Context: an optimization exercise on an open-source flow, tuned for small area and a short achievable clock period. The choices shown serve that exercise and are no tape-out recipe.
No functional check of the RTL was part of this run.
Power figures rest on the tool's default switching activity, not on a simulated workload.

## design/flow/flow/abc.script

```
&get -n
&st
&dch -f
&nf -R 1000
&put
topo
stime -c
buffer -c
upsize -c
dnsize -c
```

## design/flow/config.mk

```make
export PLATFORM = sky130hd
export DESIGN_NAME = fir_transpose_nom
export DESIGN_NICKNAME = fir_transpose_nom
export VERILOG_FILES = /design/flow/design.v
export SDC_FILE = /design/flow/constraint.sdc
export NUM_CORES = 4
export LEC_CHECK = 0
export CAP_MARGIN = 20
export CORE_MARGIN = 2
export CORE_UTILIZATION = 45
export SETUP_SLACK_MARGIN = 3.0
export SLEW_MARGIN = 20
```

## design/flow/flow/run.sh

```bash
#!/bin/bash
# The standard layout (standard.sh), with two changes to synthesis only:
# adders are left to ABC instead of being mapped onto the library's full- and
# half-adder cells, and ABC maps with flow/abc.script. Registers are untouched.
set -euo pipefail
W=$(pwd)
export FLOW_SYNTH_TCL=$W/synth_recipe.tcl
bash standard.sh SYNTH_SCRIPT=$W/flow/my_synth.tcl ADDER_MAP_FILE= \
  ABC_SCRIPT_OVERRIDE=$W/flow/abc.script finish > standard_flow.log 2>&1
```

## design/flow/flow/my_synth.tcl

```tcl
# The standard flow's synthesis script (synth_recipe.tcl in the flow's work folder, sourced
# unchanged), with ABC's mapping script replaced by the file named in
# ABC_SCRIPT_OVERRIDE. Only the combinational mapping changes; registers are
# mapped exactly as in the standard synthesis.
proc abc {args} {
  if { [info exists ::env(ABC_SCRIPT_OVERRIDE)] && $::env(ABC_SCRIPT_OVERRIDE) ne "" } {
    set i [lsearch -exact $args -script]
    if { $i >= 0 } { lset args [expr { $i + 1 }] $::env(ABC_SCRIPT_OVERRIDE) }
  }
  yosys abc {*}$args
}
source $::env(FLOW_SYNTH_TCL)
```

## design/flow/constraint.sdc

```tcl
create_clock -name core_clock -period 6.0 [get_ports {clk}]
set_input_delay 1.2000 -clock core_clock [delete_from_list [all_inputs] [get_ports {clk}]]
set_output_delay 1.2000 -clock core_clock [all_outputs]
set_load 0.01 [all_outputs]
```

## design/flow/standard.sh

```bash
#!/bin/bash
# synth_recipe.tcl (not shown) runs the flow's synth.tcl, then flattens the netlist and writes it again
# the make line also repeats each setting of config.mk as NAME=value (left out here)
make -C /OpenROAD-flow-scripts/flow DESIGN_CONFIG=/design/flow/config.mk WORK_HOME=/design/flow/orfs CLKGATE_MAP_FILE= SYNTH_SCRIPT=/design/flow/synth_recipe.tcl "${@:-finish}"
```

## design/flow/design.v

```verilog
module mult (
    input  [6:0] x1,    
    input  [6:0] x3,
    input  [5:0] nx,    
    input  [4:0] c,
    input  [4:0] s,
    output [5:0] t
);
    wire sa0 = c[1:0] == 2'd1;
    wire sa1 = c[1:0] == 2'd2;
    wire sa2 = c[1:0] == 2'd3;
    wire sb3 = c[3:2] == 2'd1;
    wire sb4 = c[3:2] == 2'd2;
    wire sb5 = c[3:2] == 2'd3;
    wire A6 = (sa0 & x1[2]) | (sa1 & x1[1]) | (sa2 & x3[2]);
    wire A7 = (sa0 & x1[3]) | (sa1 & x1[2]) | (sa2 & x3[3]);
    wire A8 = (sa0 & x1[4]) | (sa1 & x1[3]) | (sa2 & x3[4]);
    wire A9 = (sa0 & x1[5]) | (sa1 & x1[4]) | (sa2 & x3[5]);
    wire A10 = (sa0 & x1[6]) | (sa1 & x1[5]) | (sa2 & x3[6]);
    wire B11 = (sb3 & x1[0]) | (sb4 & 1'b0) | (sb5 & x3[0]);
    wire B12 = (sb3 & x1[1]) | (sb4 & x1[0]) | (sb5 & x3[1]);
    wire B13 = (sb3 & x1[2]) | (sb4 & x1[1]) | (sb5 & x3[2]);
    wire B14 = (sb3 & x1[3]) | (sb4 & x1[2]) | (sb5 & x3[3]);
    wire B15 = (sb3 & x1[4]) | (sb4 & x1[3]) | (sb5 & x3[4]);
    wire B16 = (sb3 & x1[5]) | (sb4 & x1[4]) | (sb5 & x3[5]);
    wire B17 = (sb3 & x1[6]) | (sb4 & x1[5]) | (sb5 & x3[6]);
    wire D18 = c[4] & nx[0];
    wire D19 = c[4] & nx[1];
    wire D20 = c[4] & nx[2];
    wire D21 = c[4] & nx[3];
    wire D22 = c[4] & nx[4];
    wire D23 = c[4] & nx[5];
    wire ci24 = (A7 & B12) | ((A7 | B12) & A6 & B11);
    wire A25 = ~A10;
    wire B26 = ~B17;
    wire D27 = ~D23;
    wire s28 = A8 ^ B13 ^ D18;
    wire c29 = (A8 & B13) | (A8 & D18) | (B13 & D18);
    wire s30 = A9 ^ B14 ^ D19;
    wire c31 = (A9 & B14) | (A9 & D19) | (B14 & D19);
    wire s32 = A25 ^ B15 ^ D20;
    wire c33 = (A25 & B15) | (A25 & D20) | (B15 & D20);
    wire s34 = B16 ^ D21 ^ s[3];
    wire c35 = (B16 & D21) | (B16 & s[3]) | (D21 & s[3]);
    wire s36 = B26 ^ D22 ^ ~s[4];
    wire c37 = (B26 & D22) | (B26 & ~s[4]) | (D22 & ~s[4]);
    wire s38 = s28 ^ s[0] ^ ci24;
    wire c39 = (s28 & s[0]) | (s28 & ci24) | (s[0] & ci24);
    wire s40 = c29 ^ s30 ^ s[1];
    wire c41 = (c29 & s30) | (c29 & s[1]) | (s30 & s[1]);
    wire s42 = c31 ^ s32 ^ s[2];
    wire c43 = (c31 & s32) | (c31 & s[2]) | (s32 & s[2]);
    wire s44 = c33 ^ s34 ^ 1'b1;
    wire c45 = (c33 & s34) | (c33 & 1'b1) | (s34 & 1'b1);
    wire s46 = c35 ^ s36 ^ 1'b1;
    wire c47 = (c35 & s36) | (c35 & 1'b1) | (s36 & 1'b1);
    wire s48 = c37 ^ D27 ^ 1'b1;
    wire c49 = (c37 & D27) | (c37 & 1'b1) | (D27 & 1'b1);
    wire s50 = c41 ^ s42 ^ 1'b1;
    wire c51 = (c41 & s42) | (c41 & 1'b1) | (s42 & 1'b1);
    wire s52 = c51 ^ c43 ^ s44;
    wire c53 = (c51 & c43) | (c51 & s44) | (c43 & s44);
    wire s54 = c53 ^ c45 ^ s46;
    wire c55 = (c53 & c45) | (c53 & s46) | (c45 & s46);
    wire s56 = c55 ^ c47 ^ s48;
    wire c57 = (c55 & c47) | (c55 & s48) | (c47 & s48);
    wire g58 = s38 & 1'b0;
    wire g59 = c39 & s40;
    wire g60 = s50 & 1'b0;
    wire g61 = s52 & 1'b0;
    wire g62 = s54 & 1'b0;
    wire g63 = s56 & 1'b0;
    wire p64 = s38 ^ 1'b0;
    wire p65 = c39 ^ s40;
    wire p66 = s50 ^ 1'b0;
    wire p67 = s52 ^ 1'b0;
    wire p68 = s54 ^ 1'b0;
    wire p69 = s56 ^ 1'b0;
    wire G70 = g59 | (p65 & g58);
    wire P71 = p65 & p64;
    wire G72 = g61 | (p67 & g60);
    wire P73 = p67 & p66;
    wire G74 = g63 | (p69 & g62);
    wire P75 = p69 & p68;
    wire G76 = g60 | (p66 & G70);
    wire P77 = p66 & P71;
    wire G78 = G72 | (P73 & G70);
    wire P79 = P73 & P71;
    wire G80 = g62 | (p68 & G78);
    wire P81 = p68 & P79;
    wire G82 = G74 | (P75 & G78);
    wire P83 = P75 & P79;
    wire y84 = p65 ^ g58;
    wire y85 = p66 ^ G70;
    wire y86 = p67 ^ G76;
    wire y87 = p68 ^ G78;
    wire y88 = p69 ^ G80;
    assign t = {y88, y87, y86, y85, y84, p64};
endmodule
module add_sat (
    input  [4:0] a,
    input  [4:0] b,
    output [4:0] out
);
    wire [5:0] t = {a[4], a} + {b[4], b};
    assign out = (t[5] ^ t[4]) ? {t[5], {4{~t[5]}}} : t[4:0];
endmodule
module fir_transpose_nom #(
    parameter DATA_WIDTH      = 5,
    parameter TAP_COEFF_WIDTH = 5,
    parameter NUM_TAPS        = 50
)(
    input                               clk,
    input                               rst,
    input  signed [DATA_WIDTH-1:0]      in,
    output signed [DATA_WIDTH-1:0]      out,
    input  [NUM_TAPS*TAP_COEFF_WIDTH-1:0] tap_coeffs
);
logic [NUM_TAPS-1:0][4:0] prod_q;
logic [NUM_TAPS-1:0][4:0] prod_d;
logic [NUM_TAPS-1:0][4:0] part_flopped;
logic [NUM_TAPS-1:0][4:0] sum_d;
always @ (posedge clk or posedge rst) begin
    if (rst) begin
        prod_q       <= '0;
        part_flopped <= '0;
    end
    else begin
        prod_q       <= prod_d;
        part_flopped <= sum_d;
    end
end
assign out = part_flopped[0];
genvar i;
for (i=0; i<NUM_TAPS; i=i+1) begin: tap
    wire [4:0] c = tap_coeffs[5*i +: 5];
    wire [4:0] s = 5'b0;
    wire [5:0] t;
    logic [6:0] c1, c3;
    logic [5:0] nc;
    always @(*) begin
        case (c)
        5'd0: begin c1 = 7'd0; c3 = 7'd0; nc = 6'd0; end
        5'd1: begin c1 = 7'd1; c3 = 7'd3; nc = 6'd63; end
        5'd2: begin c1 = 7'd2; c3 = 7'd6; nc = 6'd62; end
        5'd3: begin c1 = 7'd3; c3 = 7'd9; nc = 6'd61; end
        5'd4: begin c1 = 7'd4; c3 = 7'd12; nc = 6'd60; end
        5'd5: begin c1 = 7'd5; c3 = 7'd15; nc = 6'd59; end
        5'd6: begin c1 = 7'd6; c3 = 7'd18; nc = 6'd58; end
        5'd7: begin c1 = 7'd7; c3 = 7'd21; nc = 6'd57; end
        5'd8: begin c1 = 7'd8; c3 = 7'd24; nc = 6'd56; end
        5'd9: begin c1 = 7'd9; c3 = 7'd27; nc = 6'd55; end
        5'd10: begin c1 = 7'd10; c3 = 7'd30; nc = 6'd54; end
        5'd11: begin c1 = 7'd11; c3 = 7'd33; nc = 6'd53; end
        5'd12: begin c1 = 7'd12; c3 = 7'd36; nc = 6'd52; end
        5'd13: begin c1 = 7'd13; c3 = 7'd39; nc = 6'd51; end
        5'd14: begin c1 = 7'd14; c3 = 7'd42; nc = 6'd50; end
        5'd15: begin c1 = 7'd15; c3 = 7'd45; nc = 6'd49; end
        5'd16: begin c1 = 7'd112; c3 = 7'd80; nc = 6'd16; end
        5'd17: begin c1 = 7'd113; c3 = 7'd83; nc = 6'd15; end
        5'd18: begin c1 = 7'd114; c3 = 7'd86; nc = 6'd14; end
        5'd19: begin c1 = 7'd115; c3 = 7'd89; nc = 6'd13; end
        5'd20: begin c1 = 7'd116; c3 = 7'd92; nc = 6'd12; end
        5'd21: begin c1 = 7'd117; c3 = 7'd95; nc = 6'd11; end
        5'd22: begin c1 = 7'd118; c3 = 7'd98; nc = 6'd10; end
        5'd23: begin c1 = 7'd119; c3 = 7'd101; nc = 6'd9; end
        5'd24: begin c1 = 7'd120; c3 = 7'd104; nc = 6'd8; end
        5'd25: begin c1 = 7'd121; c3 = 7'd107; nc = 6'd7; end
        5'd26: begin c1 = 7'd122; c3 = 7'd110; nc = 6'd6; end
        5'd27: begin c1 = 7'd123; c3 = 7'd113; nc = 6'd5; end
        5'd28: begin c1 = 7'd124; c3 = 7'd116; nc = 6'd4; end
        5'd29: begin c1 = 7'd125; c3 = 7'd119; nc = 6'd3; end
        5'd30: begin c1 = 7'd126; c3 = 7'd122; nc = 6'd2; end
        5'd31: begin c1 = 7'd127; c3 = 7'd125; nc = 6'd1; end
        endcase
    end
    mult mult (.x1(c1), .x3(c3), .nx(nc), .c(in), .s(s), .t(t));
    assign prod_d[i] = t[4:0];   
    if (i == NUM_TAPS-1) begin: last
        assign sum_d[i] = prod_q[i];
    end else begin: add
        add_sat add_sat (.a(prod_q[i]), .b(part_flopped[(i+1)%NUM_TAPS]), .out(sum_d[i]));
    end
end
endmodule
```

==> flow_summary.toml <==
[run_status]
outcome = "finished clean"

[cells_and_area]
layout-drive-gt1-share = 0.224
final_cells = 7995
fin_util = 0.588
nets = 6808
synthToLayoutAreaGrowth_pct = 29.8

[synthesis]
yosys.area.top_type = "dfrtp_1"
synth_top_cells_by_area = "dfrtp_1 27%, xnor2_1 14%, xor2_1 10%"
ys_seq_elements = 500
synth.top_cell.area_share = 0.267
synthCells = 6219
syn-cell-area_sq_um = 46900
synth.distinct_cells = 47
yosysSeqAreaShare = 0.267
synth_warnings = 1
syn-num-nets = 6476
post_synth.cell_area_avg_sq_um = 7.54

[floorplanning]
rows = 118
die_height_um = 327
die_w_um = 327
ios = 262
start_util = 0.453
core_sq_um = 103000
dieArea_sq_um = 107000

[drt]
ant_nets = 0
route.detailed.drc = 0
drt_iter0_markers = 3677
firstDrtPassIters = 8
viasPerCell = 5.68
wl_per_cell_um = 20.3
wl_um = 162000
routed-via-count = 45400

[placed_design]
port_buffers = 261
dpl.hpwl_um = 90100
gp_congestion = 0.830
dp.cells = 7461
preCtsSetupSlack_ns = 1.15

[worst_setup_path]
cp_data_required_time_ns = 6.52
crit_arrival_ns = 3.84
crit_type = "in2reg"
startpoint_type = "input port"
cp_max_fo = 8
crit_start = "in[3]"
endpoint_kind = "flip-flop"
regToRegStartpoint = "part_flopped[6]"

[clock_tree]
cts_buffer_depth = 3
cts_sinks = 500
cts_tree = "yes"
clkSlewWorstSetupHoldPaths_ns = 0.06
cts_root_buffer = "clkbuf_16"
numCtsBuffers = 58
insertion_delay_ns = 0.64
htreeDepth = 2

[min_path]
min-delay-start = "prod_q[248]"
min_path_type = "reg2reg"

[pwr]
p_leak_nw = 24.8
p_switching_mw = 9.15
p_seq_frac = 0.292
power_mw = 22.1
ir_drop_v = 0.000253
swShare = 0.413
combinationalPowerShare = 0.538
power_density_nw_per_um2 = 363
power_frac_clock = 0.170
p_int_mw = 13.0

[timing]
fin_ws_ns = 2.68
relSlewSlack = 0.360
finalCriticalPeriod_ns = 3.32
hold_viol_final = 0
setup_viol = 0
finalClockSkew_ns = 0.0159
fin_setup_tns_ns = 0
fin_crit_sh = 0.553
fmax_ghz = 0.301
slew_viol_final = 0
tightest_slew_ns = 0.958
rsz0062_at_grt = "true"

[grt]
grt_use_total = 0.280
grt_max_degree = 140
antenna_found_initial = 38
grt_overflow = 0
grt_pass1_vias = 41200
grt_pass1_wl_um = 235000

[flow_run]
max-cap-violations = 0
-- layout make-up --
cell class | count | area [sq um]
timing repair buffer | 716 | 7430
clock inverter | 36 | 463
inverter | 9 | 37.5
multi-input combinational | 5266 | 37100
fill | 9117 | 42600
antenna | 19 | 47.5
sequential | 500 | 12500
tap | 1380 | 1730
clock buffer | 69 | 1560
-- routing by layer --
layer / GRT usage / vias up / share of wire
met5: 0 / - / 0.0012
met4: 0.0903 / 30 / 0.041
met3: 0.0524 / 403 / 0.083
met2: 0.449 / 1554 / 0.45
met1: 0.382 / 21700 / 0.43
li1: - / 21700 / -
-- critical path, cell delays in order --
cell	delay, ns
buf_12	0.11
nor2b_4	0.14
buf_12	0.15
buf_16	0.16
buf_16	0.16
a222oi_1	0.42
and3_1	0.26
nor2_2	0.07
xor2_2	0.27
and3_4	0.26
nor2_2	0.05
xor2_1	0.18
buf_4	0.16
nor3_4	0.14
nor2_1	0.08
-- stage by stage --
stage / area (sq um) / hold WS (ns)
detailed placement: 50500 / 0.337
finish: 60900 / 0.345
global placement: 50500 / 0.335
CTS: 56300 / 0.348
floorplan: 47900 / 0.331
global route: 60900 / 0.351
-- power groups by stage --
stage	Sequential (mW)	Clock, mW	Combinational (mW)
after floorplan	6.09	0	8.38
after global placement	6.47	0	10.1
after detailed placement	6.49	0	10.2
after CTS	6.46	3.84	10.9
after global routing	6.65	4.01	13.1
final	6.46	3.77	11.9
-- path summary, 6_finish.rpt --
check	end	slack (ns)	depth (start not counted)
setup / recovery	prod_q[98]	2.68	15
hold / removal	part_flopped[248]	0.35	0
setup reg to reg	part_flopped[1]	3.65	6
hold reg to reg	part_flopped[248]	0.35	0
max in group asynchronous	prod_q[66]	3.55	4
min in group asynchronous	part_flopped[34]	0.95	2
-- sequential cells by signal (all words and copies together), names as in the netlist --
| register | cells |
|---|---|
| part_flopped | 250 |
| prod_q | 250 |
-- repair_timing --
item	CTS	global route
pin swaps	259	574
gates cloned	41	10
setup buffers	166	193
endpoints found under the setup margin	250	148
hold buffers	0	0
resized for setup	1238	688
-- kinds of logic after synthesis --
kind of cell | count (synthesis) | share of synthesized area
multiplexers | 45 | 0.00960
flip-flops | 500 | 0.267
XOR/XNOR | 1275 | 0.238
AND/OR/NAND/NOR | 2358 | 0.220
AO/OA/AOI/OAI | 1432 | 0.192
adder cells (fa/ha/maj) | 149 | 0.0318
buffers and inverters | 460 | 0.0420
-- cell usage after synthesis (all sizes together) --
master,count
nand2,1064
xnor2,727
nor2,699
o21ai,593
xor2,548
dfrtp,500
clkbuf,315
a21oi,260
a22oi,183
maj3,149
buf,136
a21o,97
a221oi,97
and3,88
nand2b,81
nor3,67
or2,63
and2,61
or3,59
nor2b,58
nand3,57
a22o,50
o2111ai,50
a222oi,49
mux2i,45
nand3b,45
o21a,37
nor3b,13
a21boi,10
inv,9
o311ai,5
and3b,3
a31oi,1
-- cells in the final DEF, fill, tap and decap left out, drive strengths merged, types with 97 or more instances in the layout --
cell,n
buf,590
nand2,1066
maj3,149
a21o,97
nor2,699
xor2,548
dfrtp,500
clkbuf,110
a22oi,183
xnor2,727
a221oi,97
a21oi,260
o21ai,593

-- static timing again, ports no longer ideal --
No port has a modelled driver above. Below, the same layout with a new extraction and two added sets of constraints. Step 1 assumes that a clkbuf_16 drives the clock port and a buf_2 every other input. Step 2 also shifts input and output timing later by t, the mid clock arrival at the registers, as if the neighbouring blocks saw the same clock. a / b / c = no drivers / after step 1 / after step 2; a / b = the first two.
shift t [ns]: 0.712
slack for setup (ns): 2.681 / 2.608 / 1.896
worst setup path after step 2: input to register
After both steps this run still meets setup and hold. For this run, drivers alone change the setup slack by -0.073 ns; drivers and shift together by -0.785 ns.
